From an optimization exercise on the open Yosys and OpenROAD flow, aimed at small area, a short achievable clock period and few clock cycles; shortcuts taken in it are not production practice. RTL that was checked went through simulation tests only; none was proved equivalent to the original. Power is estimated from default activity; no workload was simulated.

Design rle, start of the top module:
module rle (
	clk,
	nreset,
	start,
	message_addr,
	message_size,
	rle_addr,
	rle_size,
	done,
        port_A_data_in,
        port_A_data_out,
        port_A_addr,
        port_A_we
	);
==> module rle, before the edit <==
module rle (
	clk,
	nreset,
	start,
	message_addr,
	message_size,
	rle_addr,
	rle_size,
	done,
        port_A_data_in,
        port_A_data_out,
        port_A_addr,
        port_A_we
	);
input	clk;
input	nreset;
input	start;
input 	[31:0] message_addr;
input	[31:0] message_size;
input	[31:0] rle_addr;
input   [31:0] port_A_data_out;
output  [31:0] port_A_data_in;
output  [15:0] port_A_addr;
output  port_A_we;
output	[31:0] rle_size;
output	done;
reg        busy;       
reg        done_r;
reg        we;         
reg        aM;         
reg        aR;         
reg        dv;         
reg        lastw;      
reg        fl;         
reg        fls;        
reg [13:0] ra;         
reg [13:0] wa;         
reg [10:0] wleft;      
reg [1:0]  nvl;        
reg [7:0]  val;        
reg [7:0]  cnt;        
reg        have;       
reg        hi;         
reg [13:0] np;         
reg [3:0]  kq;         
reg [4:0]  T;          
reg [15:0] q0, q1, q2, q3, q4;
wire [7:0] b0 = port_A_data_out[7:0];
wire [7:0] b1 = port_A_data_out[15:8];
wire [7:0] b2 = port_A_data_out[23:16];
wire [7:0] b3 = port_A_data_out[31:24];
assign port_A_we = we;
assign port_A_data_in = {q1, q0};
wire [13:0] pa = aM ? message_addr[15:2] : aR ? ra : wa;
wire [12:0] szm1 = message_size[12:0] - 13'd1;    
wire [13:0] pa1 = pa + 14'd1;           
assign port_A_addr = {pa, 2'b00};
assign rle_size = {17'd0, np, 1'b0};    
assign done = done_r;
wire part = lastw & (nvl != 2'd0);      
wire v1 = ~part | (nvl[1]);             
wire v2 = ~part | (nvl == 2'd3);        
wire v3 = ~part;                        
wire x0 = (b0 == val);
wire x1 = (b1 == b0);
wire x2 = (b2 == b1);
wire x3 = (b3 == b2);
wire s0 = hi & (cnt[1:0] == 2'd3);
wire s1 = hi & (cnt[1:0] == 2'd2);
wire s2 = hi & (cnt[1:0] == 2'd1);
wire s3 = hi & (cnt[1:0] == 2'd0);
wire B0 = ~have | ~x0 | s0;
wire B1 = v1 & (~x1 | (x0 & s1));
wire B2 = v2 & (~x2 | (x0 & x1 & s2));
wire B3 = v3 & (~x3 | (x0 & x1 & x2 & s3));
wire E0 = have & (~x0 | s0);
wire E1 = B1;
wire E2 = B2;
wire E3 = B3;
wire ke1 = E0 | E1 | E2 | E3;
wire ke2 = (E0 & (E1 | E2 | E3)) | (E1 & (E2 | E3)) | (E2 & E3);
wire ke3 = (E0 & E1 & (E2 | E3)) | (E2 & E3 & (E0 | E1));
wire ke4 = E0 & E1 & E2 & E3;
wire [7:0] cp1 = cnt + 8'd1;
wire [7:0] cp2 = cnt + 8'd2;
wire [7:0] cp3 = cnt + 8'd3;
wire n1a = E0 & E1;
wire n1b = (E0 | E1) & E2;
wire [1:0] n1c = n1a ? 2'd1 : n1b ? (E0 ? 2'd2 : 2'd1) : (E0 ? 2'd3 : E1 ? 2'd2 : 2'd1);
wire [15:0] N1 = {n1a ? b0 : n1b ? b1 : b2, 6'd0, n1c};
wire n2a = E0 & E1 & E2;
wire [1:0] n2c = n2a ? 2'd1 : (E2 ? 2'd1 : E1 ? 2'd2 : 2'd3);
wire [15:0] N2 = {n2a ? b1 : b2, 6'd0, n2c};
wire [15:0] N3 = {b2, 8'd1};
wire [2:0] nv = part ? {1'b0, nvl} : 3'd4;
wire [7:0] cnt_w = B3 ? 8'd1 : B2 ? {5'd0, nv - 3'd2} : B1 ? {5'd0, nv - 3'd1} :
                   B0 ? {5'd0, nv} : cnt + {5'd0, nv};
wire hi_w = ~(B0 | B1 | B2 | B3) & (part ? (cnt >= 8'd252 - {6'd0, nvl}) : (cnt >= 8'd248));
wire [7:0] val_w = ~v1 ? b0 : ~v2 ? b1 : ~v3 ? b2 : b3;
wire W1 = we ? T[2] : T[0];
wire W2 = we & T[3];
wire W3 = we & T[4];
wire room = ~W2;
wire fire = dv & room;                  
wire flush = fl & room;                 
wire ins = fire | flush;
wire sh = ins & W1;                     
wire [4:0] Tn = ({5{fire & W1}}  & {ke4, ke3, ke2, ke1, 1'b1}) |
                ({5{fire & ~W1}} & {1'b0, ke4, ke3, ke2, ke1}) |
                ({5{flush}}      & {3'b0, W1, 1'b1}) |
                ({5{~ins}}       & {2'b0, W3, W2, W1});
wire [3:0] kt = ({4{fire}} & {ke4, ke3, ke2, ke1}) | {3'b0, flush};
wire [15:0] M0 = (fl | E0) ? {val, cnt} : E1 ? {b0, cp1} : E2 ? {b1, cp2} : {b2, cp3};
wire we_n = flush | (fire & (W1 ? ke1 : ke2)) | (~ins & (W2 | (fls & W1)));
wire [15:0] S0 = we ? q2 : q0;
always @(posedge clk) begin
    if (~nreset) begin
        busy <= 1'b0;
        done_r <= 1'b0;
        we <= 1'b0;
        aM <= 1'b1;
        aR <= 1'b0;
    end
    else if (~busy) begin
        if (start) begin
            busy <= 1'b1;
            done_r <= 1'b0;
            we <= 1'b0;
            aM <= 1'b0;
            aR <= 1'b1;
            dv <= 1'b1;
            fl <= 1'b0;
            fls <= 1'b0;
            ra <= pa1;
            wa <= rle_addr[15:2];
            wleft <= szm1[12:2];
            lastw <= (szm1[12:2] == 11'd0);
            nvl <= message_size[1:0];
            cnt <= 8'd0;
            have <= 1'b0;
            hi <= 1'b0;
        end
    end
    else begin
        if (we) begin
            wa <= pa1;
            if (fire) dv <= 1'b0;
        end
        else begin
            if (wleft != 11'd0) begin
                ra <= pa1;
                wleft <= wleft - 11'd1;
                dv <= 1'b1;
                lastw <= (wleft == 11'd1);
            end
            else if (fire)
                dv <= 1'b0;
        end
        if (fire) begin
            val <= val_w;
            cnt <= cnt_w;
            have <= 1'b1;
            hi <= hi_w;
            if (lastw) fl <= 1'b1;
        end
        if (flush) begin
            fl <= 1'b0;
            fls <= 1'b1;
        end
        we <= we_n;
        aR <= ~we_n;
        if (we & fls & ~W1) begin
            busy <= 1'b0;
            done_r <= 1'b1;
            we <= 1'b0;
            aM <= 1'b1;
            aR <= 1'b0;
        end
    end
end
always @(posedge clk) begin
    kq <= busy ? kt : 4'd0;
    T <= busy ? Tn : 5'd0;
    if (start & ~busy)
        np <= 14'd0;
    else
        np <= np + {11'd0, kq[3], kq[1] & ~kq[3], (kq[0] & ~kq[1]) | (kq[2] & ~kq[3])};
    q0 <= ins ? (sh ? S0 : M0) : S0;
    q1 <= ins ? (sh ? M0 : N1) : q3;
    q2 <= ins ? (sh ? N1 : N2) : q4;
    q3 <= sh ? N2 : N3;
    q4 <= N3;
end
endmodule
clock: 5.0 ns
lec_check: 0
cap_margin: 20
core_margin: 2
core_utilization: 60
setup_slack_margin: 2.2
slew_margin: 20
standard.sh (not shown) runs the stock make flow with config.mk's settings and CLKGATE_MAP_FILE= SYNTH_SCRIPT=/design/flow/synth_recipe.tcl, a recipe that flattens the netlist after the stock synthesis.
==> flow/flow/run.sh <==
#!/bin/bash
# The standard layout, with two changes:
# - every port is buffered by a plain buf_1 cell (the resizer may still size
#   it up) instead of the default delay buffer;
# - clock tree synthesis inserts no dummy loads.
set -euo pipefail
export BUFFER_PORTS_ARGS="-buffer_cell sky130_fd_sc_hd__buf_1"
export CTS_ARGS="-sink_clustering_enable -repair_clock_nets -dont_use_dummy_load -buf_list sky130_fd_sc_hd__clkbuf_8 -sink_clustering_size 20"
bash standard.sh > standard_flow.log 2>&1
Testbench counts at the start, summed over its fixed seeds: cycles 22,297.
Edit:
--- a/flow/design.v
+++ b/flow/design.v
@@ -27,19 +27,17 @@
 reg        busy;       
 reg        done_r;
 reg        we;         
 reg        aM;         
 reg        aR;         
 reg        dv;         
-reg        lastw;      
 reg        fl;         
 reg        fls;        
 reg [13:0] ra;         
 reg [13:0] wa;         
-reg [10:0] wleft;      
-reg [1:0]  nvl;        
+reg        lastw;      
 reg [7:0]  val;        
 reg [7:0]  cnt;        
 reg        have;       
 reg        hi;         
 reg [13:0] np;         
 reg [3:0]  kq;         
@@ -51,15 +49,17 @@
 wire [7:0] b3 = port_A_data_out[31:24];
 assign port_A_we = we;
 assign port_A_data_in = {q1, q0};
 wire [13:0] pa = aM ? message_addr[15:2] : aR ? ra : wa;
 wire [12:0] szm1 = message_size[12:0] - 13'd1;    
 wire [13:0] pa1 = pa + 14'd1;           
+wire [13:0] rend = message_addr[15:2] + {3'd0, szm1[12:2]} + 14'd1;
 assign port_A_addr = {pa, 2'b00};
 assign rle_size = {17'd0, np, 1'b0};    
 assign done = done_r;
+wire [1:0] nvl = message_size[1:0];   
 wire part = lastw & (nvl != 2'd0);      
 wire v1 = ~part | (nvl[1]);             
 wire v2 = ~part | (nvl == 2'd3);        
 wire v3 = ~part;                        
 wire x0 = (b0 == val);
 wire x1 = (b1 == b0);
@@ -130,31 +130,28 @@
             aR <= 1'b1;
             dv <= 1'b1;
             fl <= 1'b0;
             fls <= 1'b0;
             ra <= pa1;
             wa <= rle_addr[15:2];
-            wleft <= szm1[12:2];
             lastw <= (szm1[12:2] == 11'd0);
-            nvl <= message_size[1:0];
             cnt <= 8'd0;
             have <= 1'b0;
             hi <= 1'b0;
         end
     end
     else begin
         if (we) begin
             wa <= pa1;
             if (fire) dv <= 1'b0;
         end
         else begin
-            if (wleft != 11'd0) begin
+            if (~lastw) begin
                 ra <= pa1;
-                wleft <= wleft - 11'd1;
                 dv <= 1'b1;
-                lastw <= (wleft == 11'd1);
+                lastw <= (pa1 == rend);
             end
             else if (fire)
                 dv <= 1'b0;
         end
         if (fire) begin
             val <= val_w;
After rerunning: Final area went up by about 17%; clock power came out lower by about 1%; sequential power came out lower by about 10%; setup slack is worse by 520 ps; global-route usage came out higher by 3.9 points; sequential share of layout area decreases by 8.4 points; die area rose by about 3.2%; wire length went up by about 30%; power is higher by 6.3%; worst hold slack gets worse by 17 ps; synthesized cell count came out higher by 6.9%.
Function not checked in the second run of this note: the RTL went through the layout flow alone.

---

## before
The RTL this note starts from:
==> flow/design.v <==
module rle (
	clk,
	nreset,
	start,
	message_addr,
	message_size,
	rle_addr,
	rle_size,
	done,
        port_A_data_in,
        port_A_data_out,
        port_A_addr,
        port_A_we
	);
input	clk;
input	nreset;
input	start;
input 	[31:0] message_addr;
input	[31:0] message_size;
input	[31:0] rle_addr;
input   [31:0] port_A_data_out;
output  [31:0] port_A_data_in;
output  [15:0] port_A_addr;
output  port_A_we;
output	[31:0] rle_size;
output	done;
reg        busy;       
reg        done_r;
reg        we;         
reg        dv;         
reg        lastw;      
reg        fl;         
reg        fls;        
reg [13:0] ra;         
reg [13:0] wa;         
reg [10:0] wleft;      
reg [1:0]  nvl;        
reg [7:0]  val;        
reg [7:0]  cnt;        
reg [13:0] np;         
reg [2:0]  c;          
reg [15:0] q0, q1, q2, q3, q4;
reg [31:0] dr;         
reg        dv2;        
reg        lastw2;     
wire [7:0] b0 = dr[7:0];
wire [7:0] b1 = dr[15:8];
wire [7:0] b2 = dr[23:16];
wire [7:0] b3 = dr[31:24];
assign port_A_we = we;
assign port_A_data_in = {q1, q0};
assign port_A_addr = ~busy ? {message_addr[15:2], 2'b00} :
                     we ? {wa, 2'b00} : {ra, 2'b00};
assign rle_size = {17'd0, np, 1'b0};
assign done = done_r;
wire have = (cnt != 8'd0);
wire [2:0] nv = (lastw2 && nvl != 2'd0) ? {1'b0, nvl} : 3'd4;
wire v1 = nv > 3'd1;
wire v2 = nv > 3'd2;
wire v3 = nv > 3'd3;
wire s0 = (cnt == 8'd255);
wire s1 = (cnt == 8'd254);
wire s2 = (cnt == 8'd253);
wire s3 = (cnt == 8'd252);
wire B0 = ~have | (b0 != val) | s0;
wire B1 = v1 & ((b1 != b0) | (~B0 & s1));
wire B2 = v2 & ((b2 != b1) | (~B0 & ~B1 & s2));
wire B3 = v3 & ((b3 != b2) | (~B0 & ~B1 & ~B2 & s3));
wire E0 = B0 & have;
wire E1 = B1;
wire E2 = B2;
wire E3 = B3;
wire [7:0] K0 = cnt;
wire [7:0] K1 = B0 ? 8'd1 : cnt + 8'd1;
wire [7:0] K2 = B1 ? 8'd1 : B0 ? 8'd2 : cnt + 8'd2;
wire [7:0] K3 = B2 ? 8'd1 : B1 ? 8'd2 : B0 ? 8'd3 : cnt + 8'd3;
wire [15:0] C0 = {val, K0};
wire [15:0] C1 = {b0, K1};
wire [15:0] C2 = {b1, K2};
wire [15:0] C3 = {b2, K3};
wire [7:0] cnt_w = ~v1 ? K1 : ~v2 ? K2 : ~v3 ? K3 :
                   (B3 ? 8'd1 : B2 ? 8'd2 : B1 ? 8'd3 : B0 ? 8'd4 : cnt + 8'd4);
wire [7:0] val_w = ~v1 ? b0 : ~v2 ? b1 : ~v3 ? b2 : b3;
wire [1:0] e01 = {1'b0, E0} + {1'b0, E1};
wire [2:0] ke = {2'b0, E0} + {2'b0, E1} + {2'b0, E2} + {2'b0, E3};
wire [15:0] N0 = E0 ? C0 : E1 ? C1 : E2 ? C2 : C3;
wire [15:0] N1 = (E0 & E1) ? C1 : (e01 == 2'd1 & E2) ? C2 : C3;
wire [15:0] N2 = (E0 & E1 & E2) ? C2 : C3;
wire [15:0] N3 = C3;
wire [2:0] cw = ~we ? c : (c[2:1] == 2'd0) ? 3'd0 : c - 3'd2;  
wire room = (cw <= 3'd1);
wire fire = dv2 & room;                        
wire flush = fl & room;                        
wire [2:0] k = fire ? ke : flush ? 3'd1 : 3'd0;
wire [15:0] M0 = fire ? N0 : {val, cnt};
wire [2:0] c_n = cw + k;
wire [15:0] S0 = we ? q2 : q0;
wire [15:0] S1 = we ? q3 : q1;
wire [15:0] S2 = we ? q4 : q2;
wire [15:0] S3 = we ? 16'd0 : q3;
wire [15:0] S4 = q4;
wire ins = fire | flush;
wire sh = ins & (cw == 3'd1);
always @(posedge clk) begin
    if (~nreset) begin
        busy <= 1'b0;
        done_r <= 1'b0;
        we <= 1'b0;
    end
    else if (~busy) begin
        if (start) begin
            busy <= 1'b1;
            done_r <= 1'b0;
            we <= 1'b0;
            dv <= 1'b1;
            dv2 <= 1'b0;
            fl <= 1'b0;
            fls <= 1'b0;
            ra <= message_addr[15:2] + 14'd1;
            wa <= rle_addr[15:2];
            wleft <= message_size[12:2] + {10'd0, |message_size[1:0]} - 11'd1;
            lastw <= (message_size[13:2] + {11'd0, |message_size[1:0]}) == 12'd1;
            nvl <= message_size[1:0];
            cnt <= 8'd0;
            np <= 14'd0;
            c <= 3'd0;
        end
    end
    else begin
        if (fire | ~dv2) begin
            dr <= port_A_data_out;
            dv2 <= dv;
            lastw2 <= lastw;
        end
        if (we) begin
            wa <= wa + 14'd1;
            if (fire | ~dv2) dv <= 1'b0;
        end
        else begin
            if (wleft != 11'd0) begin
                ra <= ra + 14'd1;
                wleft <= wleft - 11'd1;
                dv <= 1'b1;
                lastw <= (wleft == 11'd1);
            end
            else
                dv <= 1'b0;
        end
        if (fire) begin
            val <= val_w;
            cnt <= cnt_w;
            if (lastw2) fl <= 1'b1;
        end
        if (flush) begin
            fl <= 1'b0;
            fls <= 1'b1;
        end
        np <= np + {11'd0, k};
        c <= c_n;
        if (ins) begin
            q0 <= sh ? S0 : M0;
            q1 <= sh ? M0 : N1;
            q2 <= sh ? N1 : N2;
            q3 <= sh ? N2 : N3;
            q4 <= N3;
        end
        else begin
            q0 <= S0;
            q1 <= S1;
            q2 <= S2;
            q3 <= S3;
            q4 <= S4;
        end
        we <= (c_n >= 3'd2) | ((fls | flush) & (c_n == 3'd1));
        if (we & fls & (cw == 3'd0)) begin
            busy <= 1'b0;
            done_r <= 1'b1;
            we <= 1'b0;
        end
    end
end
endmodule
make LEC_CHECK=0 CAP_MARGIN=20 CORE_MARGIN=2 CORE_UTILIZATION=40 SLEW_MARGIN=20 finish   # period 5.0 ns
run.sh (not shown) runs the stock make flow with config.mk's settings and CLKGATE_MAP_FILE= SYNTH_SCRIPT=/design/flow/synth_recipe.tcl, a recipe that flattens the netlist after the stock synthesis.
Stock flow here: none of the scripts above is used.
## Diff of input files: after against before
--- a/flow/design.v
+++ b/flow/design.v
@@ -40,13 +40,10 @@
 reg [13:0] np;         
 reg [2:0]  c;          
 reg [15:0] q0, q1, q2, q3, q4;
-reg [31:0] dr;         
-reg        dv2;        
-reg        lastw2;     
-wire [7:0] b0 = dr[7:0];
-wire [7:0] b1 = dr[15:8];
-wire [7:0] b2 = dr[23:16];
-wire [7:0] b3 = dr[31:24];
+wire [7:0] b0 = port_A_data_out[7:0];
+wire [7:0] b1 = port_A_data_out[15:8];
+wire [7:0] b2 = port_A_data_out[23:16];
+wire [7:0] b3 = port_A_data_out[31:24];
 assign port_A_we = we;
 assign port_A_data_in = {q1, q0};
 assign port_A_addr = ~busy ? {message_addr[15:2], 2'b00} :
@@ -54,7 +51,7 @@
 assign rle_size = {17'd0, np, 1'b0};
 assign done = done_r;
 wire have = (cnt != 8'd0);
-wire [2:0] nv = (lastw2 && nvl != 2'd0) ? {1'b0, nvl} : 3'd4;
+wire [2:0] nv = (lastw && nvl != 2'd0) ? {1'b0, nvl} : 3'd4;
 wire v1 = nv > 3'd1;
 wire v2 = nv > 3'd2;
 wire v3 = nv > 3'd3;
@@ -89,7 +86,7 @@
 wire [15:0] N3 = C3;
 wire [2:0] cw = ~we ? c : (c[2:1] == 2'd0) ? 3'd0 : c - 3'd2;  
 wire room = (cw <= 3'd1);
-wire fire = dv2 & room;                        
+wire fire = dv & room;                         
 wire flush = fl & room;                        
 wire [2:0] k = fire ? ke : flush ? 3'd1 : 3'd0;
 wire [15:0] M0 = fire ? N0 : {val, cnt};
@@ -113,7 +110,6 @@
             done_r <= 1'b0;
             we <= 1'b0;
             dv <= 1'b1;
-            dv2 <= 1'b0;
             fl <= 1'b0;
             fls <= 1'b0;
             ra <= message_addr[15:2] + 14'd1;
@@ -127,14 +123,9 @@
         end
     end
     else begin
-        if (fire | ~dv2) begin
-            dr <= port_A_data_out;
-            dv2 <= dv;
-            lastw2 <= lastw;
-        end
         if (we) begin
             wa <= wa + 14'd1;
-            if (fire | ~dv2) dv <= 1'b0;
+            if (fire) dv <= 1'b0;
         end
         else begin
             if (wleft != 11'd0) begin
@@ -143,13 +134,13 @@
                 dv <= 1'b1;
                 lastw <= (wleft == 11'd1);
             end
-            else
+            else if (fire)
                 dv <= 1'b0;
         end
         if (fire) begin
             val <= val_w;
             cnt <= cnt_w;
-            if (lastw2) fl <= 1'b1;
+            if (lastw) fl <= 1'b1;
         end
         if (flush) begin
             fl <= 1'b0;
--- outcome ---
Area taken by flip-flops and latches of after falls short of that of before by more than 10%. after improves on before in area of the die. On global-route wire length before repair, after does better than before. Setup slack is lower on after. after against before; cell area is down by a little under 10%. On hold path depth: between after and before, it ends up higher for after. after ended up with fewer standard cells than before. The clock-buffer cell count reported for after is greater than that of before by 1. On mux share of post-synthesis cell area: between after and before, it ends up lower for after.
Testbench counts of after, summed over its fixed seeds: cycles 22,297.
The RTL of before was laid out without a check of its function.

static timing again, ports no longer ideal:
The results above use ideal ports. As a check the final layouts listed here were re-extracted and re-timed, cells and wires unchanged. Step 1 assumes that a clkbuf_16 drives the clock port and a buf_2 every other input. Step 2 moves the port delays by t, midway between the first and last clock arrival at a register: inputs arrive t later, outputs are due t later. That takes back most of the time a late clock gives input paths. a / b / c = ideal ports / drivers / drivers and shift; a / b = the first two.
| run | t (ns) | slack for setup (ns) | worst setup path at the end |
|---|---|---|---|
| the first run of note 1 | 0.465 | 2.164 / 2.155 / 1.691 | input to register |
| the second run of note 1 | 0.485 | 1.645 / 1.629 / 1.143 | input to register |
| before | 0.509 | 0.217 / 0.217 / 0.217 | register to register |
| after | 0.474 | 0.185 / 0.207 / -0.267 | input to register |
Met with ideal ports but missed after step 2: setup timing in after. For the second run of note 1, which loses most, drivers alone change the setup slack by -0.016 ns; drivers and shift together by -0.502 ns.
